Background: an optimization exercise with open tools, aiming at small area, a short achievable clock period and few clock cycles. Do not read the settings as production practice.
Only simulation tests tie the RTL to the original design; equivalence was not proved.
In every run shown here, the design's own scripts or RTL, not TritonCTS, make the clock network.
The clock port is modelled as an ideal driver, which makes a skipped or thinned clock tree look cheaper than it is; a real chip needs a root buffer or a tree.
Power and IR drop assume default switching activity.

==> design.v <==
module rf_ao22 (
    input  logic a1, a2, b1, b2,
    output logic y
);
    assign y = (a1 & a2) | (b1 & b2);
endmodule
module rf_and2 (
    input  logic a, b,
    output logic y
);
    assign y = a & b;
endmodule
module rf_nand2 (
    input  logic a, b,
    output logic y
);
    assign y = !(a & b);
endmodule
module rf_nor2 (
    input  logic a, b,
    output logic y
);
    assign y = !(a | b);
endmodule
module rf_nand4 (
    input  logic a, b, c, d,
    output logic y
);
    assign y = !(a & b & c & d);
endmodule
module top_axi_lite (
    input  logic        clk,
    input  logic        rstn,
    input  logic        start,
    input  logic        mode,        
    input  logic [31:0] addr,
    input  logic [31:0] wdata_in,
    output logic [31:0] rdata_out,
    output logic        done
);
    logic [31:0] mem [0:15];
    logic [31:0] mem_d [0:15];
    logic [31:0] rd;
    logic [3:0] lo, hi, whi;
    always_comb begin
        for (int j = 0; j < 4; j++) begin
            lo[j]  = (addr[3:2] == 2'(j));
            hi[j]  = (addr[5:4] == 2'(j));
            whi[j] = start && mode && (addr[5:4] == 2'(j));
        end
    end
    logic [15:0] we [0:1];
    logic [15:0] hold [0:1];
    logic [15:0] sel [0:1];
    for (genvar h = 0; h < 2; h++) begin : g_half
        for (genvar i = 0; i < 16; i++) begin : g_word
            rf_and2  u_we   (.a(whi[i/4]), .b(lo[i%4]), .y(we[h][i]));
            rf_nand2 u_hold (.a(whi[i/4]), .b(lo[i%4]), .y(hold[h][i]));
            rf_and2  u_sel  (.a(hi[i/4]),  .b(lo[i%4]), .y(sel[h][i]));
        end
    end
    for (genvar i = 0; i < 16; i++) begin : g_word
        for (genvar b = 0; b < 32; b++) begin : g_bit
            rf_ao22 u_next (
                .a1(we[b/16][i]), .a2(wdata_in[b]), .b1(hold[b/16][i]), .b2(mem[i][b]),
                .y(mem_d[i][b])
            );
        end
    end
    always_ff @(posedge clk) begin
        for (int i = 0; i < 16; i++) mem[i] <= mem_d[i];
    end
    logic [7:0] part [0:31];
    logic [3:0] quad [0:31];
    for (genvar b = 0; b < 32; b++) begin : g_rd
        for (genvar k = 0; k < 8; k++) begin : g_ao22
            rf_ao22 u_part (
                .a1(sel[b/16][2*k]),   .a2(mem[2*k][b]),
                .b1(sel[b/16][2*k+1]), .b2(mem[2*k+1][b]),
                .y(part[b][k])
            );
        end
        for (genvar k = 0; k < 4; k++) begin : g_nor2
            rf_nor2 u_quad (.a(part[b][2*k]), .b(part[b][2*k+1]), .y(quad[b][k]));
        end
        rf_nand4 u_rd (.a(quad[b][0]), .b(quad[b][1]), .c(quad[b][2]), .d(quad[b][3]), .y(rd[b]));
    end
    always_ff @(posedge clk) begin
        rdata_out <= rd;
    end
    always_ff @(posedge clk or negedge rstn) begin
        if (!rstn) done <= 1'b0;
        else       done <= start;
    end
endmodule
==> flow/run.sh <==
#!/bin/bash
# The standard layout with two changes:
#  - ports are buffered with buf_4 cells instead of the cell buffer_ports picks;
#  - at the end of the CTS step, flow/clock_tree.tcl replaces the clock tree
#    with a two-level one (clock port -> 2 root buffers -> 32 clkbuf_8 leaf buffers ->
#    flip-flops) and repairs timing again.
# Full output in standard.log (ORFS's per-step logs are under orfs/logs).
set -euo pipefail
export CT_LEAFS=32 CT_ROOTS=2 CT_LEAF_BUF=sky130_fd_sc_hd__clkbuf_8
bash standard.sh "BUFFER_PORTS_ARGS=-buffer_cell sky130_fd_sc_hd__buf_4" \
  "POST_CTS_TCL=$PWD/flow/clock_tree.tcl" finish > standard.log 2>&1
==> flow/clock_tree.tcl <==
# Runs at the end of ORFS's CTS step (POST_CTS_TCL). Replaces the clock tree
# that clock_tree_synthesis built with a two-level one: the clock port drives
# a few root buffers, each root drives the leaf buffers near it, one leaf
# buffer per cluster of flip-flops, and each leaf buffer drives the clock pins
# of its cluster. All flip-flops get
# the same number of buffers (two) on their clock path, and the tree is not
# skewed on purpose. Then timing is repaired again on the new tree.

set ct_buf   sky130_fd_sc_hd__clkbuf_16
set ct_leaf_buf [expr {[info exists ::env(CT_LEAF_BUF)] ? $::env(CT_LEAF_BUF) : $ct_buf}]
set ct_leafs [expr {[info exists ::env(CT_LEAFS)] ? $::env(CT_LEAFS) : 16}]

set block [ord::get_db_block]
set db    [ord::get_db]
set clk   [$block findNet clk]

# Flip-flop clock pins, as odb iterms.
set sinks {}
foreach pin [all_registers -clock_pins -edge_triggered] {
  lappend sinks [sta::sta_to_db_pin $pin]
}
puts "clock_tree: [llength $sinks] flip-flop clock pins"

# Remove what clock_tree_synthesis built: every instance in the clock tree
# between the clock port and the flip-flops, and the dummy loads.
set doomed {}
foreach inst [$block getInsts] {
  set name [$inst getName]
  if {[string match clkbuf_* $name] || [string match clkload* $name]} {
    lappend doomed $inst
  }
}
foreach inst $doomed { odb::dbInst_destroy $inst }
foreach net [$block getNets] {
  if {[string match clknet_* [$net getName]] && [llength [$net getITerms]] == 0} {
    odb::dbNet_destroy $net
  }
}
puts "clock_tree: removed [llength $doomed] instances of the old tree"

# Cluster the sinks by position, seeded at quantiles of y.
set pts {}
foreach it $sinks {
  set bb [[$it getInst] getBBox]
  lappend pts [list [expr {([$bb xMin] + [$bb xMax]) / 2.0}] [expr {([$bb yMin] + [$bb yMax]) / 2.0}]]
}
set n [llength $pts]
set order [lsort -real -index 1 $pts]
set cent {}
for {set k 0} {$k < $ct_leafs} {incr k} {
  lappend cent [lindex $order [expr {int(($k + 0.5) * $n / $ct_leafs)}]]
}
# Capacitated k-means: each pass assigns the sinks greedily by distance to
# the nearest centre that still has room (at most ct_cap sinks per leaf), then
# moves each centre to the mean of its sinks.
set ct_cap [expr {int(ceil(1.1 * $n / $ct_leafs))}]
for {set iter 0} {$iter < 30} {incr iter} {
  set pairs {}
  set i 0
  foreach p $pts {
    for {set k 0} {$k < $ct_leafs} {incr k} {
      set c [lindex $cent $k]
      lappend pairs [list [expr {abs([lindex $p 0] - [lindex $c 0]) + abs([lindex $p 1] - [lindex $c 1])}] $i $k]
    }
    incr i
  }
  set pairs [lsort -real -index 0 $pairs]
  set assign [lrepeat $n -1]
  set fill [lrepeat $ct_leafs 0]
  set left $n
  foreach pr $pairs {
    lassign $pr d i k
    if {[lindex $assign $i] >= 0 || [lindex $fill $k] >= $ct_cap} { continue }
    lset assign $i $k
    lset fill $k [expr {[lindex $fill $k] + 1}]
    if {[incr left -1] == 0} { break }
  }
  set newc {}
  for {set k 0} {$k < $ct_leafs} {incr k} {
    set sx 0.0; set sy 0.0; set c 0
    foreach p $pts a $assign {
      if {$a == $k} { set sx [expr {$sx + [lindex $p 0]}]; set sy [expr {$sy + [lindex $p 1]}]; incr c }
    }
    if {$c > 0} { lappend newc [list [expr {$sx / $c}] [expr {$sy / $c}]] } else { lappend newc [lindex $cent $k] }
  }
  set cent $newc
}

set master [$db findMaster $ct_buf]
proc ct_place {inst x y} {
  $inst setLocation [expr {int($x)}] [expr {int($y)}]
  $inst setPlacementStatus PLACED
}

# Root buffers: the leaf buffers are grouped by position into ct_roots
# groups (k-means again), with one root buffer at the middle of each group.
# The clock port drives the root buffers directly (ct_roots <= 4 pins).
set ct_roots [expr {[info exists ::env(CT_ROOTS)] ? $::env(CT_ROOTS) : 4}]
set rorder [lsort -real -index 0 $cent]
set rcent {}
for {set r 0} {$r < $ct_roots} {incr r} {
  lappend rcent [lindex $rorder [expr {int(($r + 0.5) * $ct_leafs / $ct_roots)}]]
}
for {set iter 0} {$iter < 50} {incr iter} {
  set rassign {}
  foreach p $cent {
    set best 0; set bd 1e30
    for {set r 0} {$r < $ct_roots} {incr r} {
      set c [lindex $rcent $r]
      set d [expr {abs([lindex $p 0] - [lindex $c 0]) + abs([lindex $p 1] - [lindex $c 1])}]
      if {$d < $bd} { set bd $d; set best $r }
    }
    lappend rassign $best
  }
  set newc {}
  for {set r 0} {$r < $ct_roots} {incr r} {
    set sx 0.0; set sy 0.0; set c 0
    foreach p $cent a $rassign {
      if {$a == $r} { set sx [expr {$sx + [lindex $p 0]}]; set sy [expr {$sy + [lindex $p 1]}]; incr c }
    }
    if {$c > 0} { lappend newc [list [expr {$sx / $c}] [expr {$sy / $c}]] } else { lappend newc [lindex $rcent $r] }
  }
  set rcent $newc
}
set rootnets {}
for {set r 0} {$r < $ct_roots} {incr r} {
  set root [odb::dbInst_create $block $master ct_root_$r]
  set c [lindex $rcent $r]
  ct_place $root [lindex $c 0] [lindex $c 1]
  set rootnet [odb::dbNet_create $block ct_root_net_$r]
  $rootnet setSigType CLOCK
  [$root findITerm A] connect $clk
  [$root findITerm X] connect $rootnet
  lappend rootnets $rootnet
}

for {set k 0} {$k < $ct_leafs} {incr k} {
  set leaf [odb::dbInst_create $block [$db findMaster $ct_leaf_buf] ct_leaf_$k]
  set c [lindex $cent $k]
  ct_place $leaf [lindex $c 0] [lindex $c 1]
  set net [odb::dbNet_create $block ct_leaf_net_$k]
  $net setSigType CLOCK
  [$leaf findITerm A] connect [lindex $rootnets [lindex $rassign $k]]
  [$leaf findITerm X] connect $net
  set cnt 0
  foreach it $sinks a $assign {
    if {$a == $k} {
      $it disconnect
      $it connect $net
      incr cnt
    }
  }
  puts "clock_tree: leaf $k at [lindex $c 0] [lindex $c 1] drives $cnt flip-flops"
}
$clk setSigType CLOCK

# Optional: give the address decode's gates (found by the names of the nets
# they drive, from the RTL's gate modules) a strong drive before repair, as
# each drives many loads. CT_SIZE holds pairs of net-name pattern and cell.
if {[info exists ::env(CT_SIZE)]} {
  foreach {pattern cell} $::env(CT_SIZE) {
    set m [$db findMaster $cell]
    set c 0
    foreach net [$block getNets] {
      if {![string match $pattern [$net getName]]} { continue }
      foreach it [$net getITerms] {
        if {[$it isOutputSignal]} { [$it getInst] swapMaster $m; incr c }
      }
    }
    puts "clock_tree: $c drivers of $pattern made $cell"
  }
}

detailed_placement
set_propagated_clock [all_clocks]
estimate_parasitics -placement
report_clock_skew
report_clock_latency
repair_timing_helper
detailed_placement
check_placement -verbose
estimate_parasitics -placement
report_worst_slack
report_clock_skew
==> standard.sh <==
#!/bin/bash
# synth_recipe.tcl (not shown) runs the flow's synth.tcl, then flattens the netlist and writes it again
# the make line also repeats each setting of config.mk as NAME=value (left out here)
make -C /OpenROAD-flow-scripts/flow DESIGN_CONFIG=/design/flow/config.mk WORK_HOME=/design/flow/orfs CLKGATE_MAP_FILE= SYNTH_SCRIPT=/design/flow/synth_recipe.tcl "${@:-finish}"
==> config.mk <==
export PLATFORM = sky130hd
export DESIGN_NAME = top_axi_lite
export DESIGN_NICKNAME = top_axi_lite
export VERILOG_FILES = /design/flow/design.v
export SDC_FILE = /design/flow/constraint.sdc
export NUM_CORES = 4
export LEC_CHECK = 0
export CAP_MARGIN = 20
export CORE_MARGIN = 2
export CORE_UTILIZATION = 60
export SETUP_SLACK_MARGIN = 1.85
export SLEW_MARGIN = 20
export SYNTH_HIERARCHICAL = 1
export SYNTH_MINIMUM_KEEP_SIZE = 0
==> constraint.sdc <==
create_clock -name core_clock -period 3.5 [get_ports {clk}]
set_input_delay 0.7000 -clock core_clock [delete_from_list [all_inputs] [get_ports {clk}]]
set_output_delay 0.7000 -clock core_clock [all_outputs]
set_load 0.01 [all_outputs]
==> results.json, run 1 <==
{
  "antenna_found_initial": 0,
  "crit_type": "in -> reg",
  "fillCellCount": 2387,
  "required_ns": 3.76,
  "synth_compound_area_share_pct": 35.53,
  "clk_pin_slew_ns": 0.10,
  "start_util_pct": 60.46,
  "synthXorXnorAreaFrac_pct": 0,
  "setup_viol": 0,
  "ant_nets": 0,
  "vdd_ir_drop_max_v": 0.0003962,
  "worstPathCellList": "buf_6 -> nor2_4 -> buf_12 -> buf_12 -> and2_4 -> a22o_4 -> nor2_4 -> nand4_1",
  "yosysTopAreaCellShare_pct": 57.53,
  "p_comb_share_pct": 14.4,
  "slew_headroom_pct": 69.19,
  "clkPwrFrac_pct": 21.4,
  "worst_pin_slew_ns": 0.4611,
  "ys_seq_area_share_pct": 57.66,
  "place.gp.congestion": 0.8559,
  "power_switching_share_pct": 25.44,
  "synth_top_family_by_area": "compound AO/OA/AOI/OAI gates",
  "status": "timing/DRC/antenna clean",
  "powerDensity_nw_per_um2": 594.4,
  "rows": 65,
  "avgViaCountPerCell": 7.069,
  "hold_viol": 0,
  "antenna_cells": 0,
  "internal_power_mw": 9.473,
  "fmax_ghz": 0.5746,
  "p_leak_nw": 9.164,
  "ys_types": 12,
  "skew_ns": 0.02864,
  "slowest_stage": "a22o_4",
  "synth_warnings": 15,
  "nets": 1830,
  "syn_area_sq_um": 18930,
  "end_kind": "flop",
  "grt_usage_pct": 32.06,
  "cp.depth": 8,
  "die_height_microns": 181.6,
  "syn_to_final_growth_pct": 12.92,
  "final-seq-area_sq_um": 10950,
  "fin_crit_sh_pct": 49.72,
  "yosysTopAreaCell": "dfxtp_1",
  "crit_path_start_kind": "primary input",
  "synthSimpleGateAreaFrac_pct": 6.808,
  "routedWlPerCell_microns": 26.36,
  "seq_power_share_pct": 64.1,
  "synth_edf_count": 0,
  "crit_arrival_ns": 2.00,
  "die_x_microns": 181.6,
  "synthMuxAreaShare_pct": 0,
  "route.detailed.drc": 0,
  "synthesis.nets": 1649,
  "drive_gt1_share_pct": 18.11,
  "synthAdderAreaFrac_pct": 0,
  "synthArstFlopShare_pct": 0.1835,
  "coreArea_sq_um": 31310,
  "grt_max_degree": 20,
  "ys_ff_latch": 545,
  "dp_hpwl_mm": 33.26,
  "drt_iter0_drc": 1257,
  "multi_input_area_sq_um": 8573,
  "avgSynthCellArea_sq_um": 11.97,
  "reg2regPathDepth": 3,
  "dominantRegCellSynth": "dfxtp_1",
  "critPathMaxStageDelay_ns": 0.27,
  "setup_tns_ns": 0,
  "period_needed_ns": 1.740,
  "io_buffers": 72,
  "post-synth-top-count-cell": "a22o_1",
  "grt_overflow": 0,
  "whs_path_depth": 1,
  "synthTopCellsByCount": "a22o_1, dfxtp_1, nor2_1",
  "ys_top_cells_by_area": "dfxtp_1, a22o_1, nor2_1",
  "cap_violations": 0,
  "syn_inst": 1581,
  "postRouteWirelength_mm": 55.72,
  "dieArea_sq_um": 32990,
  "dr.pass1.iters": 5,
  "cp_max_fo": 8,
  "io_pins": 101,
  "path_buf_inv": 3,
  "route.vias.total": 14940,
  "p_sw_mw": 3.233,
  "grt_setup_unrepaired": "true",
  "worstSkewPairLatency_ns": 0.44,
  "hold_class": "reg -> reg",
  "grt_pass1_vias": 14400,
  "grt_pass1_wl_mm": 83.58,
  "critPathTopFamily": "simple AND/OR/NAND/NOR gates",
  "cts_sinks": 545,
  "final_util_pct": 68.27,
  "finalMaxSlewViolations": 0
}
==> layout make-up <==
cell class              instances  share of cell area (%)
repair buffers                 86                   4.021
plain buffers                  34                   2.294
well taps                     402                   2.353
multi-input cells            1047                   40.11
flip-flops and latches        545                   51.23
==> cell families (layout without fill, tap and decap cells) <==
| group | after synthesis | in the layout |
|---|---|---|
| AOI/OAI and AO/OA | 768 | 768 |
| and+or+nand+nor | 268 | 279 |
| buffers and inverters | 0 | 120 |
| DFF | 545 | 545 |
==> layout by cell type, fill, tap and decap left out, types with 5 or more instances in the layout <==
cell type / n
a22o_1: 766
and2_2: 26
and2_4: 48
buf_12: 5
buf_4: 44
buf_6: 35
clkbuf_8: 32
dfxtp_1: 522
dfxtp_2: 19
nand2_2: 30
nand4_1: 32
nor2_1: 80
nor2_2: 41
nor2_4: 10
nor2b_4: 5
==> sequential cells by signal (all words and copies together) (netlist names) <==
register	count
done	1
rdata_out	32
mem	512
==> Yosys stat by module, one instance, submodules excluded <==
module / copies in the design / cells inside / cell area, sq um
top_axi_lite: 1 / 557 / 11000
rf_ao22: 768 / 1 / 8.758
rf_and2: 64 / 1 / 6.256
rf_nand4: 32 / 1 / 6.256
rf_nand2: 32 / 1 / 3.754
rf_nor2: 128 / 1 / 3.754
==> worst paths after layout <==
check / startpoint / to / slack, ns
worst max-delay path: addr[3] / rdata_out[23]$_DFF_P_ / 1.76
worst min-delay path: mem[4][24]$_DFF_P_ / mem[4][24]$_DFF_P_ / 0.48
worst max register to register: mem[12][23]$_DFF_P_ / rdata_out[23]$_DFF_P_ / 2.32
worst min register to register: mem[4][24]$_DFF_P_ / mem[4][24]$_DFF_P_ / 0.48
max in group asynchronous: rstn / done$_DFF_PN0_ / 2.84
min in group asynchronous: rstn / done$_DFF_PN0_ / 0.58
==> through the flow <==
stage | cells | setup slack [ns] | hold WS, ns | power, mW | area [sq um]
floorplan | 1581 | 1.752 | 0.4044 | 9.197 | 19120
global placement | 2055 | 1.050 | 0.4519 | 9.775 | 20160
detailed placement | 2055 | 1.046 | 0.4528 | 9.874 | 20160
global route | 2114 | 1.786 | 0.4476 | 13.20 | 21380
finish | 2114 | 1.760 | 0.4750 | 12.71 | 21380
==> layer usage <==
metal	routed length, microns	part of all wire, %	vias up	global-route usage, %
li1	-	-	6680	-
met1	22980	41	7524	41.52
met2	27000	48	596	53.92
met3	2880	5.2	143	2.868
met4	2857	5.1	0	16.29
met5	0	0	-	0
==> power groups by stage <==
stage | clock network (mW) | registers, mW | logic [mW]
2_1_floorplan | 0 | 8.08 | 1.12
5_1_grt | 2.97 | 8.27 | 1.97
6_report | 2.72 | 8.15 | 1.83
3_3_place_gp | 0 | 8.16 | 1.61
3_5_place_dp | 0 | 8.20 | 1.67
Testbench counts, summed over its fixed seeds: cycles 8,000.
==> run 2: changes to the inputs <==
--- a/config.mk
+++ b/config.mk
@@ -7,8 +7,8 @@
 export LEC_CHECK = 0
 export CAP_MARGIN = 20
 export CORE_MARGIN = 2
-export CORE_UTILIZATION = 60
-export SETUP_SLACK_MARGIN = 1.85
+export CORE_UTILIZATION = 55
+export SETUP_SLACK_MARGIN = 1.8
 export SLEW_MARGIN = 20
 export SYNTH_HIERARCHICAL = 1
 export SYNTH_MINIMUM_KEEP_SIZE = 0
==> run 2 against run 1 <==
Net effect: clock skew rose by 0.033 ns; sequential share of layout area fell by 0.64 points; sequential power barely moved; die area rose by 8.9%; clock power barely moved; combinational power rose by 3%; critical endpoint is now rdata_out[24]$_DFF_P_; largest power group unchanged; highest routed layer unchanged.
==> results.json, run 2 <==
{
  "io_pins": 101,
  "synthSimpleGateAreaFrac_pct": 6.808,
  "die_x_microns": 189.5,
  "grt_overflow": 0,
  "slowest_stage": "a22o_1",
  "rows": 67,
  "worstPathCellList": "buf_12 -> nor2b_4 -> buf_12 -> and2_4 -> buf_8 -> a22o_1 -> nor2_2 -> nand4_1",
  "powerDensity_nw_per_um2": 589.1,
  "grt_pass1_wl_mm": 86.55,
  "coreArea_sq_um": 33700,
  "synth_compound_area_share_pct": 35.53,
  "cp.depth": 8,
  "routedWlPerCell_microns": 26.96,
  "worst_pin_slew_ns": 0.5424,
  "period_needed_ns": 1.765,
  "multi_input_area_sq_um": 8640,
  "avgSynthCellArea_sq_um": 11.97,
  "reg_top3": "mem (512), rdata_out (32), done (1)",
  "crit_end": "rdata_out[24]$_DFF_P_",
  "antenna_cells": 0,
  "clk_pin_slew_ns": 0.11,
  "hold_class": "in -> reg",
  "critPathTopFamily": "simple AND/OR/NAND/NOR gates",
  "synth_warnings": 15,
  "synth_edf_count": 0,
  "yosysTopAreaCellShare_pct": 57.53,
  "worstSkewPairLatency_ns": 0.45,
  "grt_setup_unrepaired": "true",
  "drive_gt1_share_pct": 19.92,
  "die_height_microns": 189.5,
  "end_kind": "flop",
  "setup_tns_ns": 0,
  "ys_seq_area_share_pct": 57.66,
  "finalMaxSlewViolations": 0,
  "cpMostUsedCell": "buf_12",
  "cap_violations": 0,
  "dominantRegCellSynth": "dfxtp_1",
  "final-seq-area_sq_um": 10950,
  "ant_nets": 0,
  "dp_slack_ns": 0.9494,
  "hold_viol": 0,
  "vdd_ir_drop_max_v": 0.0003683,
  "syn_inst": 1581,
  "post-synth-top-count-cell": "a22o_1",
  "instances_no_fill": 2170,
  "ys_top_cells_by_area": "dfxtp_1, a22o_1, nor2_1",
  "cts_sinks": 545,
  "synthTopCellsByCount": "a22o_1, dfxtp_1, nor2_1",
  "reg2regPathDepth": 3,
  "drt_iter0_drc": 1400,
  "wl_met3_mm": 5.350,
  "synthArstFlopShare_pct": 0.1835,
  "grt_pass1_vias": 13920,
  "antenna_found_initial": 0,
  "nets": 1840,
  "fmax_ghz": 0.5664,
  "start_util_pct": 56.17,
  "dr.pass1.iters": 5,
  "synthXorXnorAreaFrac_pct": 0,
  "setup_viol": 0,
  "ys_types": 12,
  "grt_max_degree": 20,
  "fin_crit_sh_pct": 50.44,
  "critPathMaxStageDelay_ns": 0.22,
  "ys_ff_latch": 545,
  "dieArea_sq_um": 35920,
  "crit_arrival_ns": 2.05,
  "crit_type": "in -> reg",
  "required_ns": 3.78,
  "synthMuxAreaShare_pct": 0,
  "fillCellCount": 2664,
  "top_layer": "met4",
  "grt_usage_pct": 31.22,
  "yosysTopAreaCell": "dfxtp_1",
  "path_buf_inv": 3,
  "skew_ns": 0.06130,
  "dp.cells": 2101,
  "startpoint": "addr[3]",
  "place.gp.congestion": 0.8100,
  "route.detailed.drc": 0,
  "min_from": "start",
  "largest_reg_flops": 512,
  "avgViaCountPerCell": 6.914,
  "synthesis.nets": 1649,
  "crit_path_start_kind": "primary input",
  "final_cell_mix": "a22o_1, dfxtp_1, nor2_2, nor2_1, buf_4",
  "largest_register": "mem",
  "syn_to_final_growth_pct": 14.30,
  "met1_length_mm": 27.47,
  "wl_met2_mm": 24.63,
  "fin_ws_ns": 1.735,
  "status": "timing/DRC/antenna clean",
  "route.vias.total": 15000,
  "synthAdderAreaFrac_pct": 0,
  "syn_area_sq_um": 18930,
  "slew_headroom_pct": 63.76,
  "p_leak_nw": 9.270,
  "synth_top_family_by_area": "compound AO/OA/AOI/OAI gates",
  "r2r_start": "mem[0][26]$_DFF_P_",
  "r2r-end": "rdata_out[26]$_DFF_P_",
  "io_buffers": 72,
  "cp_max_fo": 8,
  "mostFrequentLayoutCell": "a22o_1",
  "dp_hpwl_mm": 35.00,
  "postRouteWirelength_mm": 58.51,
  "r2r_slack_ns": 2.32
}
-- run 2: cell count changes in the layout (fill, tap and decap cells not counted), sizes merged --
| cell | before | now |
|---|---|---|
| and2 | 74 | 73 |
| buf | 84 | 96 |
| clkbuf | 35 | 34 |
-- run 2: logic make-up (layout without fill, tap and decap cells) --
family / Yosys count / count (layout)
buffers and inverters: 0 / 131
AOI/OAI and AO/OA: 768 / 768
DFF: 545 / 545
and+or+nand+nor: 268 / 278
-- run 2: per-layer routing --
layer | vias up | global-route usage [%]
li1 | 6678 | -
met1 | 7585 | 49.18
met2 | 674 | 44.58
met3 | 66 | 5.171
met4 | 0 | 6.530
met5 | - | 0
-- run 2: per-module statistics from Yosys (local to each module, per instance) --
| module | copies in the design | cells inside | flops+latches |
|---|---|---|---|
| top_axi_lite | 1 | 557 | 545 |
| rf_ao22 | 768 | 1 | 0 |
| rf_and2 | 64 | 1 | 0 |
| rf_nand4 | 32 | 1 | 0 |
| rf_nand2 | 32 | 1 | 0 |
| rf_nor2 | 128 | 1 | 0 |
-- run 2: where the power goes --
part,internal [mW],total [mW],switching (mW)
registers,7.46,8.12,0.664
clock network,0.929,2.74,1.81
logic,1.10,1.89,0.786
total,9.49,12.7,3.26
-- run 2: worst min path at each step --
stage | to | cells after the start
floorplan | done$_DFF_PN0_ | 0
global placement | mem[12][4]$_DFF_P_ | 1
detailed placement | mem[12][4]$_DFF_P_ | 1
global route | done$_DFF_PN0_ | 1
finish | done$_DFF_PN0_ | 1
-- run 2: worst reg2reg max path: stages (launching register included) --
cell and delay (ns):
dfxtp_1 0.33, a22o_1 0.21, nor2_1 0.24, nand4_1 0.21
-- run 2: area by class of cell --
| class | count | area share [%] |
|---|---|---|
| sequential | 545 | 50.59 |
| multi-input combinational | 1046 | 39.93 |
| buffer | 34 | 2.267 |
| timing repair buffer | 97 | 4.626 |
| tap | 448 | 2.591 |
-- run 2: through the flow --
| stage | total power, mW | hold slack (ns) | cell area, sq um | utilization, % |
|---|---|---|---|---|
| global placement | 9.793 | 0.4521 | 20200 | 59.95 |
| floorplan | 9.195 | 0.4044 | 19100 | - |
| global route | 13.24 | 0.4079 | 21640 | 64.21 |
| detailed placement | 9.884 | 0.4527 | 20200 | 59.95 |
| finish | 12.75 | 0.4369 | 21640 | 64.21 |
==> run 3: changes to the inputs <==
--- a/config.mk
+++ b/config.mk
@@ -8,7 +8,7 @@
 export CAP_MARGIN = 20
 export CORE_MARGIN = 2
 export CORE_UTILIZATION = 55
-export SETUP_SLACK_MARGIN = 1.8
+export SETUP_SLACK_MARGIN = 1.87
 export SLEW_MARGIN = 20
 export SYNTH_HIERARCHICAL = 1
 export SYNTH_MINIMUM_KEEP_SIZE = 0
==> run 3 against run 2 <==
Net effect: critical path type unchanged; critical path depth is 1 lower; final cell count grew 0.32%; combinational power barely moved; highest routed layer unchanged; maximum frequency is 3.5% higher; synthesized cell count stayed put; critical endpoint is now rdata_out[11]$_DFF_P_.
==> results.json, run 3 <==
{
  "fillCellCount": 2682,
  "ys_types": 12,
  "reg_top3": "mem (512), rdata_out (32), done (1)",
  "vdd_ir_drop_max_v": 0.0004533,
  "largest_reg_flops": 512,
  "final-seq-area_sq_um": 10950,
  "dominantRegCellSynth": "dfxtp_1",
  "end_kind": "flop",
  "critPathMaxStageDelay_ns": 0.22,
  "skew_ns": 0.01820,
  "setup_viol": 0,
  "die_height_microns": 189.5,
  "required_ns": 3.77,
  "avgViaCountPerCell": 6.898,
  "clkPwrFrac_pct": 21.5,
  "nets": 1847,
  "fmax_ghz": 0.5864,
  "antenna_cells": 0,
  "grt_setup_unrepaired": "true",
  "synthSimpleGateAreaFrac_pct": 6.808,
  "fin_ws_ns": 1.795,
  "top_usage_layer": "met1",
  "cts_sinks": 545,
  "io_pins": 101,
  "multi_input_area_sq_um": 8851,
  "internal_power_mw": 9.491,
  "yosysTopAreaCellShare_pct": 57.53,
  "dp_hpwl_mm": 33.84,
  "syn_area_sq_um": 18930,
  "routedWlPerCell_microns": 25.96,
  "route.vias.total": 15020,
  "yosysTopAreaCell": "dfxtp_1",
  "largest_register": "mem",
  "period_needed_ns": 1.705,
  "grt_usage_pct": 29.43,
  "grt_overflow": 0,
  "route.detailed.drc": 0,
  "whs_ns": 0.4751,
  "syn_inst": 1581,
  "crit_arrival_ns": 1.97,
  "dp_slack_ns": 1.144,
  "crit_type": "in -> reg",
  "postRouteWirelength_mm": 56.52,
  "mostFrequentLayoutCell": "a22o_1",
  "synthXorXnorAreaFrac_pct": 0,
  "p_leak_nw": 9.461,
  "synthMuxAreaShare_pct": 0,
  "syn_to_final_growth_pct": 15.19,
  "path_buf_inv": 2,
  "p_comb_share_pct": 14.8,
  "synth_edf_count": 0,
  "post-synth-top-count-cell": "a22o_1",
  "clk_pin_slew_ns": 0.11,
  "seq_power_share_pct": 63.8,
  "synthAdderAreaFrac_pct": 0,
  "cap_violations": 0,
  "dr.pass1.iters": 5,
  "hold_class": "reg -> reg",
  "cp_max_fo": 8,
  "synthArstFlopShare_pct": 0.1835,
  "synthesis.nets": 1649,
  "finalMaxSlewViolations": 0,
  "synth_warnings": 15,
  "coreArea_sq_um": 33700,
  "crit_path_start_kind": "primary input",
  "p_sw_mw": 3.274,
  "grt_pass1_wl_mm": 83.37,
  "ys_top_cells_by_area": "dfxtp_1, a22o_1, nor2_1",
  "ys_ff_latch": 545,
  "critPathTopFamily": "simple AND/OR/NAND/NOR gates",
  "ys_seq_area_share_pct": 57.66,
  "worstPathCellList": "buf_6 -> nor2b_4 -> buf_4 -> and2_4 -> a22o_1 -> nor2_4 -> nand4_1",
  "grt_use_met1_pct": 47.41,
  "powerDensity_nw_per_um2": 585.4,
  "synthTopCellsByCount": "a22o_1, dfxtp_1, nor2_1",
  "hold_viol": 0,
  "setup_tns_ns": 0,
  "die_x_microns": 189.5,
  "use_met3_pct": 4.986,
  "drt_iter0_drc": 1130,
  "ant_nets": 0,
  "slowest_stage": "a22o_1",
  "grt_pass1_vias": 13860,
  "dieArea_sq_um": 35920,
  "final_cell_mix": "a22o_1, dfxtp_1, and2_4, nor2_1, buf_4",
  "io_buffers": 72,
  "synth_compound_area_share_pct": 35.53,
  "status": "timing/DRC/antenna clean",
  "antenna_found_initial": 0,
  "grt_max_degree": 20,
  "worstSkewPairLatency_ns": 0.44,
  "avgSynthCellArea_sq_um": 11.97,
  "power_switching_share_pct": 25.65,
  "rows": 67,
  "worst_pin_slew_ns": 0.3973,
  "grt_util_met2_pct": 41.14,
  "synth_top_family_by_area": "compound AO/OA/AOI/OAI gates",
  "fin_crit_sh_pct": 48.73,
  "drive_gt1_share_pct": 20.13,
  "slew_headroom_pct": 73.42,
  "place.gp.congestion": 0.7944,
  "start_util_pct": 56.17
}
-- run 3: cell counts after synthesis --
Identical to the previous run, type by type.
-- run 3: routing by layer --
metal,share of wire (%),routed length (microns),up-vias
met1,48,27150,7629
met2,42,23900,630
met3,8.3,4671,50
met5,0,0,-
li1,-,-,6708
met4,1.4,802,0
-- run 3: metrics by stage --
step                      power (mW)  instance area [sq um]  std cells  utilization [%]
after floorplan                9.205                  19190       1581                -
after global placement         9.786                  20290       2101            60.22
after detailed placement       9.881                  20290       2101            60.22
after global routing           13.29                  21810       2177            64.71
final                          12.77                  21810       2177            64.71
-- run 3: per-module statistics from Yosys (local to each module, per instance) --
module | flip-flops and latches | copies in the design | cells inside | cell area [sq um]
rf_nor2 | 0 | 128 | 1 | 3.754
rf_nand4 | 0 | 32 | 1 | 6.256
rf_ao22 | 0 | 768 | 1 | 8.758
rf_nand2 | 0 | 32 | 1 | 3.754
top_axi_lite | 545 | 1 | 557 | 11000
rf_and2 | 0 | 64 | 1 | 6.256
-- run 3: cell type report --
class	count	share of cell area, %
Sequential cell	545	50.20
Multi-Input combinational cell	1053	40.59
Timing Repair Buffer	97	4.389
Tap cell	448	2.571
Buffer	34	2.249
-- run 3: cells by family after synthesis --
group	count (synthesis)
DFF	545
and+or+nand+nor	268
AOI/OAI and AO/OA	768
-- run 3: path summary, 6_finish.rpt --
check / startpoint / end / slack [ns] / cells past startpoint
max in group asynchronous: rstn / done$_DFF_PN0_ / 2.85 / 2
setup / recovery: addr[2] / rdata_out[11]$_DFF_P_ / 1.79 / 7
min in group asynchronous: rstn / done$_DFF_PN0_ / 0.57 / 2
setup reg to reg: mem[10][11]$_DFF_P_ / rdata_out[11]$_DFF_P_ / 2.40 / 3
hold reg to reg: mem[11][16]$_DFF_P_ / mem[11][16]$_DFF_P_ / 0.48 / 1
hold / removal: mem[11][16]$_DFF_P_ / mem[11][16]$_DFF_P_ / 0.48 / 1
-- run 3: worst register-to-register path, stage by stage, from the launching register on --
cell and delay [ns]:
dfxtp_1 0.32, a22o_1 0.25, nor2_4 0.17, nand4_1 0.19
-- run 3: power by group through the flow --
stage | clock (mW) | combinational, mW | sequential, mW
after detailed placement | 0 | 1.68 | 8.20
final | 2.74 | 1.89 | 8.14
after floorplan | 0 | 1.12 | 8.08
after global placement | 0 | 1.63 | 8.16
after global routing | 3.00 | 2.02 | 8.26
==> run 4: changes to the inputs <==
--- a/config.mk
+++ b/config.mk
@@ -7,8 +7,8 @@
 export LEC_CHECK = 0
 export CAP_MARGIN = 20
 export CORE_MARGIN = 2
-export CORE_UTILIZATION = 55
-export SETUP_SLACK_MARGIN = 1.87
+export CORE_UTILIZATION = 58
+export SETUP_SLACK_MARGIN = 1.83
 export SLEW_MARGIN = 20
 export SYNTH_HIERARCHICAL = 1
 export SYNTH_MINIMUM_KEEP_SIZE = 0
==> run 4 against run 3 <==
Net effect: still clean on timing, DRC and antenna; critical path depth is 6 lower; wire length is 0.93% lower; setup slack got worse by 0.039 ns; core utilization rose by 2.2 points; register-to-register slack lost 0.07 ns; global-route usage up 2.0 points; power shrank 0.44%; sequential power barely moved; final cell count is the same; critical endpoint is now done; largest power group unchanged.
==> results.json, run 4 <==
{
  "drt_iter0_drc": 1275,
  "ys_ff_latch": 545,
  "syn_inst": 1581,
  "dominantRegCellSynth": "dfxtp_1",
  "grt_max_degree": 20,
  "instances_no_fill": 2177,
  "yosysTopAreaCellShare_pct": 57.53,
  "largest_reg_flops": 512,
  "grt_pass1_vias": 14400,
  "coreArea_sq_um": 32370,
  "period_needed_ns": 1.745,
  "yosysTopAreaCell": "dfxtp_1",
  "power.total_mw": 12.71,
  "grt_setup_unrepaired": "true",
  "path_buf_inv": 1,
  "required_ns": 2.80,
  "synthesis.nets": 1649,
  "die_height_microns": 184.7,
  "antenna_found_initial": 0,
  "dp_hpwl_mm": 33.34,
  "slew_headroom_pct": 65.65,
  "avgViaCountPerCell": 6.890,
  "ant_nets": 0,
  "dp_slack_ns": 1.016,
  "route.vias.total": 15000,
  "clk_pin_slew_ns": 0.10,
  "io_pins": 101,
  "synthTopCellsByCount": "a22o_1, dfxtp_1, nor2_1",
  "final_cell_mix": "a22o_1, dfxtp_1, nor2_1, buf_4, and2_4",
  "grt_overflow": 0,
  "worstPathCellList": "buf_6",
  "largest_register": "mem",
  "end_kind": "output pin",
  "p_leak_nw": 9.338,
  "synth_edf_count": 0,
  "final-seq-area_sq_um": 10950,
  "placed_area_sq_um": 20220,
  "post-synth-top-count-cell": "a22o_1",
  "crit_arrival_ns": 1.04,
  "ys_top_cells_by_area": "dfxtp_1, a22o_1, nor2_1",
  "setup_viol": 0,
  "avgSynthCellArea_sq_um": 11.97,
  "synthArstFlopShare_pct": 0.1835,
  "hold_class": "in -> reg",
  "fillCellCount": 2550,
  "io_buffers": 72,
  "status": "timing/DRC/antenna clean",
  "syn_area_sq_um": 18930,
  "cts_sinks": 545,
  "nets": 1853,
  "grt_pass1_wl_mm": 83.86,
  "slowest_stage": "dfrtp_2",
  "cp_max_fo": 1,
  "route.detailed.drc": 0,
  "vdd_ir_drop_max_v": 0.0004392,
  "hold_viol": 0,
  "crit_type": "reg -> out",
  "worst_pin_slew_ns": 0.5142,
  "fmax_ghz": 0.5731,
  "antenna_cells": 0,
  "mostFrequentLayoutCell": "a22o_1",
  "fin_crit_sh_pct": 49.85,
  "dieArea_sq_um": 34100,
  "critPathMaxStageDelay_ns": 0.48,
  "worstSkewPairLatency_ns": 0.43,
  "cap_violations": 0,
  "powerDensity_nw_per_um2": 586.5,
  "ys_seq_area_share_pct": 57.66,
  "rows": 66,
  "reg_top3": "mem (512), rdata_out (32), done (1)",
  "die_x_microns": 184.7,
  "grt_usage_pct": 31.44,
  "crit_path_start_kind": "flop",
  "skew_ns": 0.01984,
  "start_util_pct": 58.48,
  "syn_to_final_growth_pct": 14.46,
  "place.gp.congestion": 0.8453,
  "synth_warnings": 15,
  "setup_tns_ns": 0,
  "dr.pass1.iters": 5,
  "routedWlPerCell_microns": 25.72,
  "finalMaxSlewViolations": 0,
  "postRouteWirelength_mm": 55.99,
  "postLayoutCellArea_sq_um": 21670,
  "critPathTopFamily": "flip-flops",
  "drive_gt1_share_pct": 19.31,
  "dp.cells": 2095,
  "ys_types": 12,
  "fin_ws_ns": 1.755,
  "multi_input_area_sq_um": 8633
}
-- run 4: changes by cell type in the layout (fill, tap and decap cells not counted), sizes merged --
cell   previous run  this run
and2             79        78
nor2b             5         6
buf              96       103
and2b             2         1
-- run 4: logic make-up after synthesis --
group / synth area share [%]
compound gates: 35.53
flops: 57.66
simple gates: 6.808
-- run 4: path summary, 6_finish.rpt --
check                                              to  slack, ns  depth (start not counted)                start
worst max register to register  rdata_out[24]$_DFF_P_       2.33                          3   mem[4][24]$_DFF_P_
worst max-delay path                             done       1.76                          1       done$_DFF_PN0_
max in group asynchronous              done$_DFF_PN0_       2.83                          2                 rstn
worst min-delay path                   done$_DFF_PN0_       0.45                          1                start
min in group asynchronous              done$_DFF_PN0_       0.58                          2                 rstn
worst min register to register    mem[12][25]$_DFF_P_       0.48                          1  mem[12][25]$_DFF_P_
-- run 4: layout make-up --
type	count	area share, %
multi-input combinational	1052	39.84
buffer	34	2.264
tap	442	2.552
timing repair buffer	104	4.816
sequential	545	50.53
-- run 4: per-layer routing --
layer	global-route usage, %	vias to the layer above	part of all wire [%]
li1	-	6728	-
met1	41.60	7537	42
met2	51.25	593	48
met3	3.063	141	5.6
met4	16.48	0	5.0
met5	0	-	0
-- run 4: per-module statistics from Yosys, one instance, submodules excluded --
| module | copies in the design | flops+latches | cell area (sq um) |
|---|---|---|---|
| rf_ao22 | 768 | 0 | 8.758 |
| top_axi_lite | 1 | 545 | 11000 |
| rf_nor2 | 128 | 0 | 3.754 |
| rf_nand2 | 32 | 0 | 3.754 |
| rf_nand4 | 32 | 0 | 6.256 |
| rf_and2 | 64 | 0 | 6.256 |
-- run 4: per-stage QoR --
| step | utilization (%) | hold slack, ns |
|---|---|---|
| finish | 66.94 | 0.4505 |
| floorplan | - | 0.4044 |
| global route | 66.94 | 0.4227 |
| global placement | 62.47 | 0.4518 |
| detailed placement | 62.47 | 0.4528 |
-- run 4: worst register-to-register path: stages (launching register included) --
cell,delay (ns)
dfxtp_1,0.33
a22o_1,0.22
nor2_2,0.19
nand4_1,0.24
-- run 4: power by group --
group	total, mW	internal (mW)	switching [mW]
registers	8.13	7.46	0.674
clock network	2.72	0.929	1.79
logic	1.86	1.10	0.760
total	12.7	9.49	3.22
==> run 5: changes to the inputs <==
==> flow/run.sh (replaced) <==
#!/bin/bash
# The standard layout with two changes:
#  - ports are buffered with buf_4 cells instead of the cell buffer_ports picks;
#  - at the end of the CTS step, flow/clock_tree.tcl replaces the clock tree
#    with a two-level one (clock port -> 2 root buffers -> 36 clkbuf_8 leaf buffers ->
#    flip-flops) and repairs timing again.
# Full output in standard.log (ORFS's per-step logs are under orfs/logs).
set -euo pipefail
export CT_LEAFS=36 CT_ROOTS=2 CT_LEAF_BUF=sky130_fd_sc_hd__clkbuf_8
bash standard.sh "BUFFER_PORTS_ARGS=-buffer_cell sky130_fd_sc_hd__buf_4" \
  "POST_CTS_TCL=$PWD/flow/clock_tree.tcl" finish > standard.log 2>&1
--- a/config.mk
+++ b/config.mk
@@ -7,8 +7,8 @@
 export LEC_CHECK = 0
 export CAP_MARGIN = 20
 export CORE_MARGIN = 2
-export CORE_UTILIZATION = 58
-export SETUP_SLACK_MARGIN = 1.83
+export CORE_UTILIZATION = 55
+export SETUP_SLACK_MARGIN = 1.9
 export SLEW_MARGIN = 20
 export SYNTH_HIERARCHICAL = 1
 export SYNTH_MINIMUM_KEEP_SIZE = 0
==> run 5 against run 4 <==
Net effect: still clean on timing, DRC and antenna; first-iteration DRC count down 11%; maximum frequency is 0.92% higher; setup slack improved by 0.016 ns; critical endpoint is now rdata_out[21]$_DFF_P_; largest cell class unchanged; highest routed layer unchanged.
==> results.json, run 5 <==
{
  "placed_area_sq_um": 20290,
  "die_height_microns": 189.5,
  "coreArea_sq_um": 33700,
  "dp_hpwl_mm": 33.89,
  "crit_path_start_kind": "primary input",
  "nets": 1859,
  "grt_setup_unrepaired": "true",
  "cp_max_fo": 13,
  "syn_area_sq_um": 18930,
  "drt_iter0_drc": 1130,
  "cap_violations": 0,
  "rows": 67,
  "ys_types": 12,
  "postLayoutCellArea_sq_um": 21850,
  "grt_usage_pct": 30.53,
  "hold_class": "in -> reg",
  "drive_gt1_share_pct": 20.51,
  "yosysTopAreaCell": "dfxtp_1",
  "dp.cells": 2101,
  "instances_no_fill": 2189,
  "status": "timing/DRC/antenna clean",
  "reg_top3": "mem (512), rdata_out (32), done (1)",
  "end_kind": "flop",
  "critPathMaxStageDelay_ns": 0.27,
  "mostFrequentLayoutCell": "a22o_1",
  "slowest_stage": "and2_2",
  "period_needed_ns": 1.729,
  "crit_arrival_ns": 2.01,
  "largest_reg_flops": 512,
  "hold_viol": 0,
  "vdd_ir_drop_max_v": 0.0003688,
  "skew_ns": 0.02772,
  "synthTopCellsByCount": "a22o_1, dfxtp_1, nor2_1",
  "syn_inst": 1581,
  "route.vias.total": 15160,
  "die_x_microns": 189.5,
  "antenna_found_initial": 0,
  "slew_headroom_pct": 66.65,
  "ys_ff_latch": 545,
  "fmax_ghz": 0.5784,
  "largest_register": "mem",
  "ant_nets": 0,
  "postRouteWirelength_mm": 57.37,
  "grt_overflow": 0,
  "synth_warnings": 15,
  "post-synth-top-count-cell": "a22o_1",
  "finalMaxSlewViolations": 0,
  "worstPathCellList": "buf_4 -> and2_2 -> and2_4 -> a22o_1 -> nor2_2 -> nand4_1",
  "powerDensity_nw_per_um2": 590.1,
  "antenna_cells": 0,
  "critPathTopFamily": "simple AND/OR/NAND/NOR gates",
  "routedWlPerCell_microns": 26.21,
  "grt_pass1_wl_mm": 86.12,
  "setup_tns_ns": 0,
  "grt_max_degree": 19,
  "dr.pass1.iters": 5,
  "syn_to_final_growth_pct": 15.42,
  "start_util_pct": 56.17,
  "yosysTopAreaCellShare_pct": 57.53,
  "ys_seq_area_share_pct": 57.66,
  "io_buffers": 72,
  "worst_pin_slew_ns": 0.4993,
  "cts_sinks": 545,
  "ys_top_cells_by_area": "dfxtp_1, a22o_1, nor2_1",
  "setup_viol": 0,
  "avgViaCountPerCell": 6.926,
  "whs_ns": 0.4705,
  "avgSynthCellArea_sq_um": 11.97,
  "final_util_pct": 64.84,
  "dominantRegCellSynth": "dfxtp_1",
  "p_leak_nw": 9.487,
  "path_buf_inv": 1,
  "grt_pass1_vias": 14210,
  "io_pins": 101,
  "synthesis.nets": 1649,
  "synthArstFlopShare_pct": 0.1835,
  "dieArea_sq_um": 35920,
  "synth_edf_count": 0,
  "fin_crit_sh_pct": 49.40,
  "place.gp.congestion": 0.7901,
  "clk_pin_slew_ns": 0.10,
  "final_cell_mix": "a22o_1, dfxtp_1, nor2_1, buf_4, and2_4",
  "worstSkewPairLatency_ns": 0.45,
  "route.detailed.drc": 0,
  "crit_type": "in -> reg",
  "required_ns": 3.78
}
[run 5: modules after synthesis (local to each module, per instance)]
module	area, sq um	cells	flops+latches
rf_ao22	8.758	1	0
rf_and2	6.256	1	0
top_axi_lite	11000	557	545
rf_nor2	3.754	1	0
rf_nand2	3.754	1	0
rf_nand4	6.256	1	0
[run 5: stage by stage]
step | power (mW) | setup WS, ns
final | 12.89 | 1.771
after floorplan | 9.205 | 1.816
after global placement | 9.795 | 1.147
after detailed placement | 9.885 | 1.145
after global routing | 13.40 | 1.817
[run 5: metal layers]
| metal | track usage (%) | wire, microns | up-vias |
|---|---|---|---|
| li1 | - | - | 6727 |
| met2 | 42.62 | 24020 | 645 |
| met4 | 6.023 | 979 | 0 |
| met5 | 0 | 0 | - |
| met3 | 5.598 | 4808 | 66 |
| met1 | 48.76 | 27570 | 7722 |
[run 5: worst paths after layout]
path / startpoint / to / slack, ns / depth (start not counted)
min in group asynchronous: rstn / done$_DFF_PN0_ / 0.55 / 2
max in group asynchronous: rstn / done$_DFF_PN0_ / 2.87 / 2
worst max register to register: mem[10][21]$_DFF_P_ / rdata_out[21]$_DFF_P_ / 2.37 / 3
worst min-delay path: start / done$_DFF_PN0_ / 0.47 / 1
worst min register to register: mem[4][16]$_DFF_P_ / mem[4][16]$_DFF_P_ / 0.48 / 1
worst max-delay path: addr[4] / rdata_out[21]$_DFF_P_ / 1.77 / 6
[run 5: final cells by class]
type	instances	area, sq um
buffer	38	545.5
fill	2691	11850
multi-input combinational	1054	8787
sequential	545	10950
tap	448	560.5
timing repair buffer	104	1006
[run 5: worst reg2reg max path, stage by stage, from the launching register on]
cell	delay (ns)
dfxtp_1	0.33
a22o_1	0.27
nor2_4	0.17
nand4_1	0.20
[run 5: cells by family (layout without fill, tap and decap cells)]
| kind of cell | Yosys count | after routing | share of synthesized area (%) |
|---|---|---|---|
| compound gates | 768 | 768 | 35.53 |
| flops | 545 | 545 | 57.66 |
| simple gates | 268 | 286 | 6.808 |
| buf+inv | 0 | 142 | 0 |
[run 5: power by group]
part / switching [mW] / internal (mW)
logic: 0.787 / 1.10
clock network: 1.86 / 1.02
registers: 0.665 / 7.46
==> run 6: changes to the inputs <==
==> flow/run.sh (replaced) <==
#!/bin/bash
# The standard layout with two changes:
#  - ports are buffered with buf_1 cells instead of the cell buffer_ports picks;
#  - at the end of the CTS step, flow/clock_tree.tcl replaces the clock tree
#    with a two-level one (clock port -> 2 root buffers -> 36 clkbuf_8 leaf buffers ->
#    flip-flops) and repairs timing again.
# Full output in standard.log (ORFS's per-step logs are under orfs/logs).
set -euo pipefail
export CT_LEAFS=36 CT_ROOTS=2 CT_LEAF_BUF=sky130_fd_sc_hd__clkbuf_8
bash standard.sh "BUFFER_PORTS_ARGS=-buffer_cell sky130_fd_sc_hd__buf_1" \
  "POST_CTS_TCL=$PWD/flow/clock_tree.tcl" finish > standard.log 2>&1
--- a/config.mk
+++ b/config.mk
@@ -8,7 +8,7 @@
 export CAP_MARGIN = 20
 export CORE_MARGIN = 2
 export CORE_UTILIZATION = 55
-export SETUP_SLACK_MARGIN = 1.9
+export SETUP_SLACK_MARGIN = 1.85
 export SLEW_MARGIN = 20
 export SYNTH_HIERARCHICAL = 1
 export SYNTH_MINIMUM_KEEP_SIZE = 0
==> run 6 against run 5 <==
Net effect: sequential share of layout area rose by 1.3 points; power fell by 1.0%; core utilization is 1.7 points lower; clock power barely moved; setup slack gained 0.042 ns; final area shrank 2.6%; critical endpoint is now mem[0][24]$_DFF_P_; via count down 2.2%; first-iteration DRC count decreased by 1.2%; final cell count shrank 0.91%; still clean on timing, DRC and antenna; area after synthesis unchanged; synthesized cell count did not move; sequential power about the same.
==> results.json, run 6 <==
{
  "ys_ff_latch": 545,
  "route.detailed.drc": 0,
  "die_x_microns": 189.5,
  "whs_ns": 0.4771,
  "power.total_mw": 12.76,
  "ys_top_cells_by_area": "dfxtp_1, a22o_1, nor2_1",
  "largest_reg_flops": 512,
  "synth_warnings": 15,
  "worstSkewPairLatency_ns": 0.45,
  "postRouteWirelength_mm": 56.17,
  "syn_to_final_growth_pct": 12.46,
  "ys_types": 12,
  "worstPathCellList": "buf_2 -> and4bb_4 -> nand2_2 -> a22o_1",
  "instances_no_fill": 2169,
  "grt_max_degree": 21,
  "hold_viol": 0,
  "place.gp.congestion": 0.8631,
  "final_cell_mix": "a22o_1, dfxtp_1, nor2_1, and2_4, nor2_2",
  "path_buf_inv": 1,
  "fin_ws_ns": 1.813,
  "status": "timing/DRC/antenna clean",
  "reg2regPathDepth": 3,
  "routedWlPerCell_microns": 25.90,
  "dieArea_sq_um": 35920,
  "dominantRegCellSynth": "dfxtp_1",
  "hold_end": "mem[5][20]$_DFF_P_",
  "largest_register": "mem",
  "cap_violations": 0,
  "crit_arrival_ns": 1.99,
  "grt_setup_unrepaired": "true",
  "io_pins": 101,
  "crit_path_start_kind": "primary input",
  "mostFrequentLayoutCell": "a22o_1",
  "p_leak_nw": 9.083,
  "antenna_found_initial": 1,
  "slowest_stage": "and4bb_4",
  "avgSynthCellArea_sq_um": 11.97,
  "grt_pass1_wl_mm": 84.52,
  "slew_headroom_pct": 33.84,
  "start_util_pct": 56.17,
  "cts_sinks": 545,
  "fillCellCount": 2756,
  "die_height_microns": 189.5,
  "synthesis.nets": 1649,
  "crit_type": "in -> reg",
  "period_needed_ns": 1.687,
  "yosysTopAreaCellShare_pct": 57.53,
  "setup_viol": 0,
  "drive_gt1_share_pct": 16.28,
  "r2r_start": "mem[6][23]$_DFF_P_",
  "r2r_slack_ns": 2.40,
  "grt_overflow": 0,
  "ys_seq_area_share_pct": 57.66,
  "synthArstFlopShare_pct": 0.1835,
  "postLayoutCellArea_sq_um": 21290,
  "rows": 67,
  "post-synth-top-count-cell": "a22o_1",
  "powerDensity_nw_per_um2": 599.4,
  "ant_nets": 0,
  "whs_path_depth": 1,
  "placed_area_sq_um": 19950,
  "yosysTopAreaCell": "dfxtp_1",
  "synth_edf_count": 0,
  "nets": 1839,
  "avgViaCountPerCell": 6.835,
  "finalMaxSlewViolations": 0,
  "coreArea_sq_um": 33700,
  "required_ns": 3.81,
  "dp_slack_ns": 0.8541,
  "drt_iter0_drc": 1117,
  "worst_pin_slew_ns": 0.9923,
  "fmax_ghz": 0.5929,
  "clk_pin_slew_ns": 0.09,
  "synthTopCellsByCount": "a22o_1, dfxtp_1, nor2_1",
  "dp.cells": 2101,
  "syn_inst": 1581,
  "vdd_ir_drop_max_v": 0.0004163,
  "end_kind": "flop",
  "critPathMaxStageDelay_ns": 0.45,
  "critPathTopFamily": "simple AND/OR/NAND/NOR gates",
  "hold_class": "reg -> reg",
  "reg_top3": "mem (512), rdata_out (32), done (1)",
  "min_from": "mem[5][20]$_DFF_P_",
  "grt_pass1_vias": 14220,
  "fin_crit_sh_pct": 48.19,
  "r2r-end": "rdata_out[23]$_DFF_P_",
  "grt_usage_pct": 29.97,
  "dr.pass1.iters": 5,
  "dp_hpwl_mm": 33.82,
  "route.vias.total": 14830,
  "io_buffers": 72,
  "final_util_pct": 63.17,
  "skew_ns": 0.04655,
  "syn_area_sq_um": 18930,
  "setup_tns_ns": 0,
  "cp_max_fo": 16
}
==> run 6: cell counts after synthesis <==
Identical to the previous run, type by type.
==> run 6: worst reg2reg max path: cells and delay by family, from the launching register on <==
| kind | cells | cell delay, ns |
|---|---|---|
| flops | 1 | 0.33 |
| simple gates | 2 | 0.37 |
| compound gates | 1 | 0.24 |
==> run 6: layout make-up <==
| cell class | count | area (sq um) | share of cell area [%] |
|---|---|---|---|
| diodes | 1 | 2.502 | 0.01175 |
| multi-input cells | 1047 | 8576 | 40.28 |
| plain buffers | 38 | 545.5 | 2.562 |
| repair buffers | 90 | 661.9 | 3.109 |
| flip-flops and latches | 545 | 10940 | 51.40 |
| well taps | 448 | 560.5 | 2.633 |
==> run 6: worst max path at each step <==
stage,endpoint,slack [ns],from,depth (start not counted)
detailed placement,mem[14][11]$_DFF_P_,0.85,addr[3],4
floorplan,mem[0][0]$_DFF_P_,1.75,addr[4],3
global placement,mem[13][19]$_DFF_P_,0.90,addr[2],4
finish,mem[0][24]$_DFF_P_,1.81,start,4
global route,mem[0][24]$_DFF_P_,1.81,start,4
==> run 6: per-module statistics from Yosys (local to each module, per instance) <==
module | cell area, sq um | times used | flip-flops and latches
rf_nand4 | 6.256 | 32 | 0
rf_ao22 | 8.758 | 768 | 0
rf_and2 | 6.256 | 64 | 0
top_axi_lite | 11000 | 1 | 545
rf_nand2 | 3.754 | 32 | 0
rf_nor2 | 3.754 | 128 | 0
==> run 6: cell families after synthesis <==
group	share of synthesized area, %
DFF	57.66
AOI/OAI and AO/OA	35.53
and+or+nand+nor	6.808
==> run 6: metal layers <==
metal,routed length (microns),track usage [%],part of all wire [%],up-vias
li1,-,-,-,6673
met1,23260,39.13,41,7516
met2,27530,50.28,49,509
met3,2757,2.502,4.9,127
met4,2624,14.67,4.7,0
met5,0,0,0,-
==> run 6: where the power goes <==
part / total, mW / internal, mW / switching, mW
clock network: 2.86 / 1.02 / 1.84
registers: 8.13 / 7.45 / 0.679
logic: 1.77 / 1.03 / 0.732
==> run 7: changes to the inputs <==
--- a/config.mk
+++ b/config.mk
@@ -8,6 +8,7 @@
 export CAP_MARGIN = 20
 export CORE_MARGIN = 2
 export CORE_UTILIZATION = 55
+export PLACE_DENSITY = 0.7
 export SETUP_SLACK_MARGIN = 1.85
 export SLEW_MARGIN = 20
 export SYNTH_HIERARCHICAL = 1
==> run 7 against run 6 <==
Net effect: critical path depth increased by 3; clock skew down 0.0077 ns; maximum frequency down 2.9%; via count is 1.4% higher; worst hold slack got worse by 0.0030 ns; final cell count grew 0.55%; critical path type unchanged; setup slack worse by 0.050 ns.
==> results.json, run 7 <==
{
  "synthesis.nets": 1649,
  "cts_sinks": 545,
  "io_buffers": 72,
  "dp_hpwl_mm": 33.46,
  "reg2regPathDepth": 3,
  "top_usage_layer": "met2",
  "critPathMaxStageDelay_ns": 0.29,
  "end_kind": "flop",
  "hold_viol": 0,
  "grt_setup_unrepaired": "true",
  "use_met3_pct": 3.633,
  "fin_crit_sh_pct": 49.61,
  "postRouteWirelength_mm": 56.96,
  "yosysTopAreaCellShare_pct": 57.53,
  "cp_max_fo": 8,
  "nets": 1851,
  "mostFrequentLayoutCell": "a22o_1",
  "syn_inst": 1581,
  "avgSynthCellArea_sq_um": 11.97,
  "worstSkewPairLatency_ns": 0.45,
  "r2r-end": "rdata_out[16]$_DFF_P_",
  "ys_types": 12,
  "route.vias.total": 15030,
  "drive_gt1_share_pct": 16.91,
  "worst_pin_slew_ns": 0.9851,
  "avgViaCountPerCell": 6.891,
  "crit_path_start_kind": "primary input",
  "postLayoutCellArea_sq_um": 21460,
  "synth_edf_count": 0,
  "die_height_microns": 189.5,
  "period_needed_ns": 1.736,
  "skew_ns": 0.03886,
  "cpMostUsedCell": "buf_12",
  "p_leak_nw": 9.257,
  "ys_seq_area_share_pct": 57.66,
  "min_from": "mem[13][14]$_DFF_P_",
  "whs_path_depth": 1,
  "hold_class": "reg -> reg",
  "finalMaxSlewViolations": 0,
  "routedWlPerCell_microns": 26.12,
  "yosysTopAreaCell": "dfxtp_1",
  "largest_reg_flops": 512,
  "dr.pass1.iters": 7,
  "synthTopCellsByCount": "a22o_1, dfxtp_1, nor2_1",
  "fillCellCount": 2719,
  "largest_register": "mem",
  "ys_top_cells_by_area": "dfxtp_1, a22o_1, nor2_1",
  "powerDensity_nw_per_um2": 593.1,
  "grt_pass1_wl_mm": 85.91,
  "ys_ff_latch": 545,
  "clk_pin_slew_ns": 0.10,
  "synth_warnings": 15,
  "synthArstFlopShare_pct": 0.1835,
  "final_cell_mix": "a22o_1, dfxtp_1, and2_4, nor2_1, nor2_2",
  "syn_area_sq_um": 18930,
  "cap_violations": 0,
  "worstPathCellList": "buf_12 -> nor2b_4 -> buf_12 -> and2_2 -> a22o_1 -> nor2_4 -> nand4_1",
  "ant_nets": 0,
  "r2r_start": "mem[12][16]$_DFF_P_",
  "slowest_stage": "a22o_1",
  "post-synth-top-count-cell": "a22o_1",
  "status": "timing/DRC/antenna clean",
  "io_pins": 101,
  "placed_area_sq_um": 19950,
  "die_x_microns": 189.5,
  "crit_arrival_ns": 2.03,
  "grt_util_met2_pct": 51.08,
  "crit_type": "in -> reg",
  "route.detailed.drc": 0,
  "dieArea_sq_um": 35920,
  "grt_max_degree": 21,
  "reg_top3": "mem (512), rdata_out (32), done (1)",
  "fmax_ghz": 0.5759,
  "hold_end": "mem[13][14]$_DFF_P_",
  "required_ns": 3.80,
  "dp.cells": 2101,
  "slew_headroom_pct": 34.33,
  "grt_use_met1_pct": 39.82,
  "grt_overflow": 0,
  "antenna_found_initial": 1,
  "coreArea_sq_um": 33700,
  "dominantRegCellSynth": "dfxtp_1",
  "setup_tns_ns": 0,
  "syn_to_final_growth_pct": 13.37,
  "rows": 67,
  "r2r_slack_ns": 2.33,
  "drt_iter0_drc": 1213,
  "antenna_cells": 0,
  "setup_viol": 0,
  "grt_pass1_vias": 14490,
  "vdd_ir_drop_max_v": 0.0004130,
  "place.gp.congestion": 0.8746,
  "start_util_pct": 56.17,
  "grt_usage_pct": 30.21,
  "power.total_mw": 12.73,
  "instances_no_fill": 2181
}
-- run 7: Yosys stat by module (local to each module, per instance) --
module,cells inside,flip-flops and latches
top_axi_lite,557,545
rf_nand2,1,0
rf_ao22,1,0
rf_and2,1,0
rf_nand4,1,0
rf_nor2,1,0
-- run 7: cell type report --
class | instances | area, sq um | area share [%]
buffer | 38 | 545.5 | 2.542
timing repair buffer | 95 | 661.9 | 3.084
sequential | 545 | 10930 | 50.91
multi-input combinational | 1055 | 8768 | 40.86
tap | 448 | 560.5 | 2.612
-- run 7: cell families (layout without fill, tap and decap cells) --
| logic type | Yosys count | count (layout) | synth area share, % |
|---|---|---|---|
| buffers and inverters | 0 | 133 | 0 |
| and+or+nand+nor | 268 | 287 | 6.808 |
| DFF | 545 | 545 | 57.66 |
| AOI/OAI and AO/OA | 768 | 768 | 35.53 |
-- run 7: through the flow --
stage	setup slack [ns]	utilization [%]	hold slack [ns]
floorplan	1.752	-	0.4044
global placement	0.9334	59.20	0.4518
detailed placement	0.8785	59.20	0.4527
global route	1.788	63.69	0.4913
finish	1.764	63.69	0.4741
-- run 7: power by group --
group / leakage [nW] / total (mW) / switching [mW] / internal [mW]
combinational: 4.43 / 1.80 / 0.780 / 1.02
sequential: 4.54 / 8.10 / 0.652 / 7.45
clock: 0.283 / 2.84 / 1.81 / 1.03
total: 9.26 / 12.7 / 3.24 / 9.49
-- run 7: layer usage --
layer | vias to the layer above | routed length [microns]
met3 | 117 | 3435
met5 | - | 0
met4 | 0 | 2073
li1 | 6722 | -
met1 | 7583 | 24000
met2 | 607 | 27460
-- run 7: how the worst max path moves through the flow --
stage | startpoint | end | slack [ns]
final | addr[3] | rdata_out[29]$_DFF_P_ | 1.76
after global routing | addr[3] | rdata_out[6]$_DFF_P_ | 1.79
after detailed placement | addr[3] | rdata_out[30]$_DFF_P_ | 0.88
after global placement | addr[5] | rdata_out[30]$_DFF_P_ | 0.93
after floorplan | addr[4] | mem[0][0]$_DFF_P_ | 1.75
-- run 7: worst max-delay path: cells and delay by family --
kind,cells,cell delay (ns)
AO/OA/AOI/OAI,1,0.29
buffers and inverters,2,0.28
AND/OR/NAND/NOR,4,0.75
==> run 8: changes to the inputs <==
--- a/config.mk
+++ b/config.mk
@@ -7,8 +7,7 @@
 export LEC_CHECK = 0
 export CAP_MARGIN = 20
 export CORE_MARGIN = 2
-export CORE_UTILIZATION = 55
-export PLACE_DENSITY = 0.7
+export CORE_UTILIZATION = 60
 export SETUP_SLACK_MARGIN = 1.85
 export SLEW_MARGIN = 20
 export SYNTH_HIERARCHICAL = 1
==> run 8 against run 7 <==
Net effect: setup slack lost 0.0055 ns; first-iteration DRC count grew 9.3%; power is essentially flat; global-route usage grew 1.6 points; highest routed layer unchanged; final area shrank 1.0%; still clean on timing, DRC and antenna; core utilization grew 4.1 points; largest power group unchanged; via count shrank 0.90%; clock power is essentially flat; wire length shrank 3.2%.
==> results.json, run 8 <==
{
  "status": "timing/DRC/antenna clean",
  "antenna_cells": 0,
  "period_needed_ns": 1.742,
  "drive_gt1_share_pct": 16.32,
  "cts_sinks": 545,
  "grt_setup_unrepaired": "true",
  "whs_path_depth": 1,
  "avgSynthCellArea_sq_um": 11.97,
  "whs_ns": 0.4744,
  "worstPathCellList": "clkbuf_4 -> and2_4 -> and2_4 -> a22o_1 -> nor2_4 -> nand4_1",
  "synthArstFlopShare_pct": 0.1835,
  "grt_pass1_wl_mm": 83.40,
  "path_buf_inv": 1,
  "postRouteWirelength_mm": 55.15,
  "syn_area_sq_um": 18930,
  "mostFrequentLayoutCell": "a22o_1",
  "coreArea_sq_um": 31310,
  "largest_register": "mem",
  "crit_type": "in -> reg",
  "p_leak_nw": 9.093,
  "final_cell_mix": "a22o_1, dfxtp_1, nor2_1, and2_4, nor2_2",
  "die_height_microns": 181.6,
  "drt_iter0_drc": 1326,
  "dieArea_sq_um": 32990,
  "required_ns": 3.77,
  "synth_warnings": 15,
  "slowest_stage": "a22o_1",
  "hold_end": "mem[13][18]$_DFF_P_",
  "critPathMaxStageDelay_ns": 0.28,
  "ys_types": 12,
  "routedWlPerCell_microns": 25.89,
  "skew_ns": 0.02809,
  "setup_tns_ns": 0,
  "clk_pin_slew_ns": 0.10,
  "route.detailed.drc": 0,
  "worst_pin_slew_ns": 1.006,
  "io_pins": 101,
  "post-synth-top-count-cell": "a22o_1",
  "vdd_ir_drop_max_v": 0.0003630,
  "slew_headroom_pct": 32.96,
  "io_buffers": 72,
  "end_kind": "flop",
  "dr.pass1.iters": 6,
  "fin_crit_sh_pct": 49.77,
  "hold_viol": 0,
  "start_util_pct": 60.46,
  "worstSkewPairLatency_ns": 0.44,
  "ys_top_cells_by_area": "dfxtp_1, a22o_1, nor2_1",
  "largest_reg_flops": 512,
  "ys_ff_latch": 545,
  "syn_inst": 1581,
  "dominantRegCellSynth": "dfxtp_1",
  "rows": 65,
  "yosysTopAreaCell": "dfxtp_1",
  "powerDensity_nw_per_um2": 599.0,
  "dp_hpwl_mm": 32.89,
  "cap_violations": 0,
  "setup_viol": 0,
  "min_from": "mem[13][18]$_DFF_P_",
  "synthesis.nets": 1649,
  "route.vias.total": 14890,
  "cpMostUsedCell": "and2_4",
  "nets": 1846,
  "r2r_start": "mem[14][23]$_DFF_P_",
  "hold_class": "reg -> reg",
  "grt_pass1_vias": 14300,
  "crit_arrival_ns": 2.02,
  "crit_path_start_kind": "primary input",
  "reg_top3": "mem (512), rdata_out (32), done (1)",
  "avgViaCountPerCell": 6.992,
  "critPathTopFamily": "simple AND/OR/NAND/NOR gates",
  "antenna_found_initial": 1,
  "die_x_microns": 181.6,
  "r2r-end": "rdata_out[23]$_DFF_P_",
  "fmax_ghz": 0.5741,
  "syn_to_final_growth_pct": 12.18,
  "finalMaxSlewViolations": 0,
  "reg2regPathDepth": 3,
  "synth_edf_count": 0,
  "grt_usage_pct": 31.85,
  "ys_seq_area_share_pct": 57.66,
  "cp_max_fo": 16,
  "synthTopCellsByCount": "a22o_1, dfxtp_1, nor2_1",
  "ant_nets": 0,
  "place.gp.congestion": 0.8927,
  "yosysTopAreaCellShare_pct": 57.53,
  "grt_overflow": 0,
  "grt_max_degree": 20,
  "r2r_slack_ns": 2.38
}
## run 8: stage by stage
stage               instances  area, sq um  utilization (%)  power (mW)  setup slack, ns
floorplan                1581        19120                -       9.197            1.752
global placement         2055        19890            63.53       9.684           0.8710
detailed placement       2055        19890            63.53       9.776           0.8777
global route             2130        21240            67.82       13.25            1.776
finish                   2130        21240            67.82       12.72            1.758
## run 8: per-layer routing
metal / vias to the layer above / global-route usage (%) / share of wire, %
met4: 0 / 13.17 / 4.1
met2: 632 / 54.50 / 49
li1: 6705 / - / -
met1: 7444 / 41.31 / 40
met5: - / 0 / 0
met3: 113 / 3.430 / 6.4
## run 8: worst max path at each step
stage | startpoint | endpoint | slack (ns) | cells after the start
2_1_floorplan | addr[4] | mem[0][0]$_DFF_P_ | 1.75 | 3
3_3_place_gp | addr[5] | rdata_out[16]$_DFF_P_ | 0.87 | 6
3_5_place_dp | addr[5] | rdata_out[16]$_DFF_P_ | 0.88 | 6
5_1_grt | addr[5] | mem[6][25]$_DFF_P_ | 1.78 | 4
6_report | addr[5] | rdata_out[23]$_DFF_P_ | 1.76 | 6
## run 8: per-module statistics from Yosys (local to each module, per instance)
module        area (sq um)  flops+latches
rf_ao22              8.758              0
top_axi_lite         11000            545
rf_nand4             6.256              0
rf_nand2             3.754              0
rf_and2              6.256              0
rf_nor2              3.754              0
## run 8: area by class of cell
class	count	area, sq um
sequential	545	10930
timing repair buffer	96	650.6
buffer	38	545.5
tap	402	503.0
multi-input combinational	1049	8606
fill	2357	10070
## run 8: cell families after synthesis
kind of cell       after synthesis  synth area share (%)
and+or+nand+nor                268                 6.808
AOI/OAI and AO/OA              768                 35.53
DFF                            545                 57.66
## run 8: where the power goes
group	leakage (nW)	internal [mW]	total [mW]	switching [mW]
clock	0.283	1.03	2.83	1.81
sequential	4.54	7.45	8.12	0.668
combinational	4.27	1.02	1.77	0.751
total	9.09	9.49	12.7	3.23
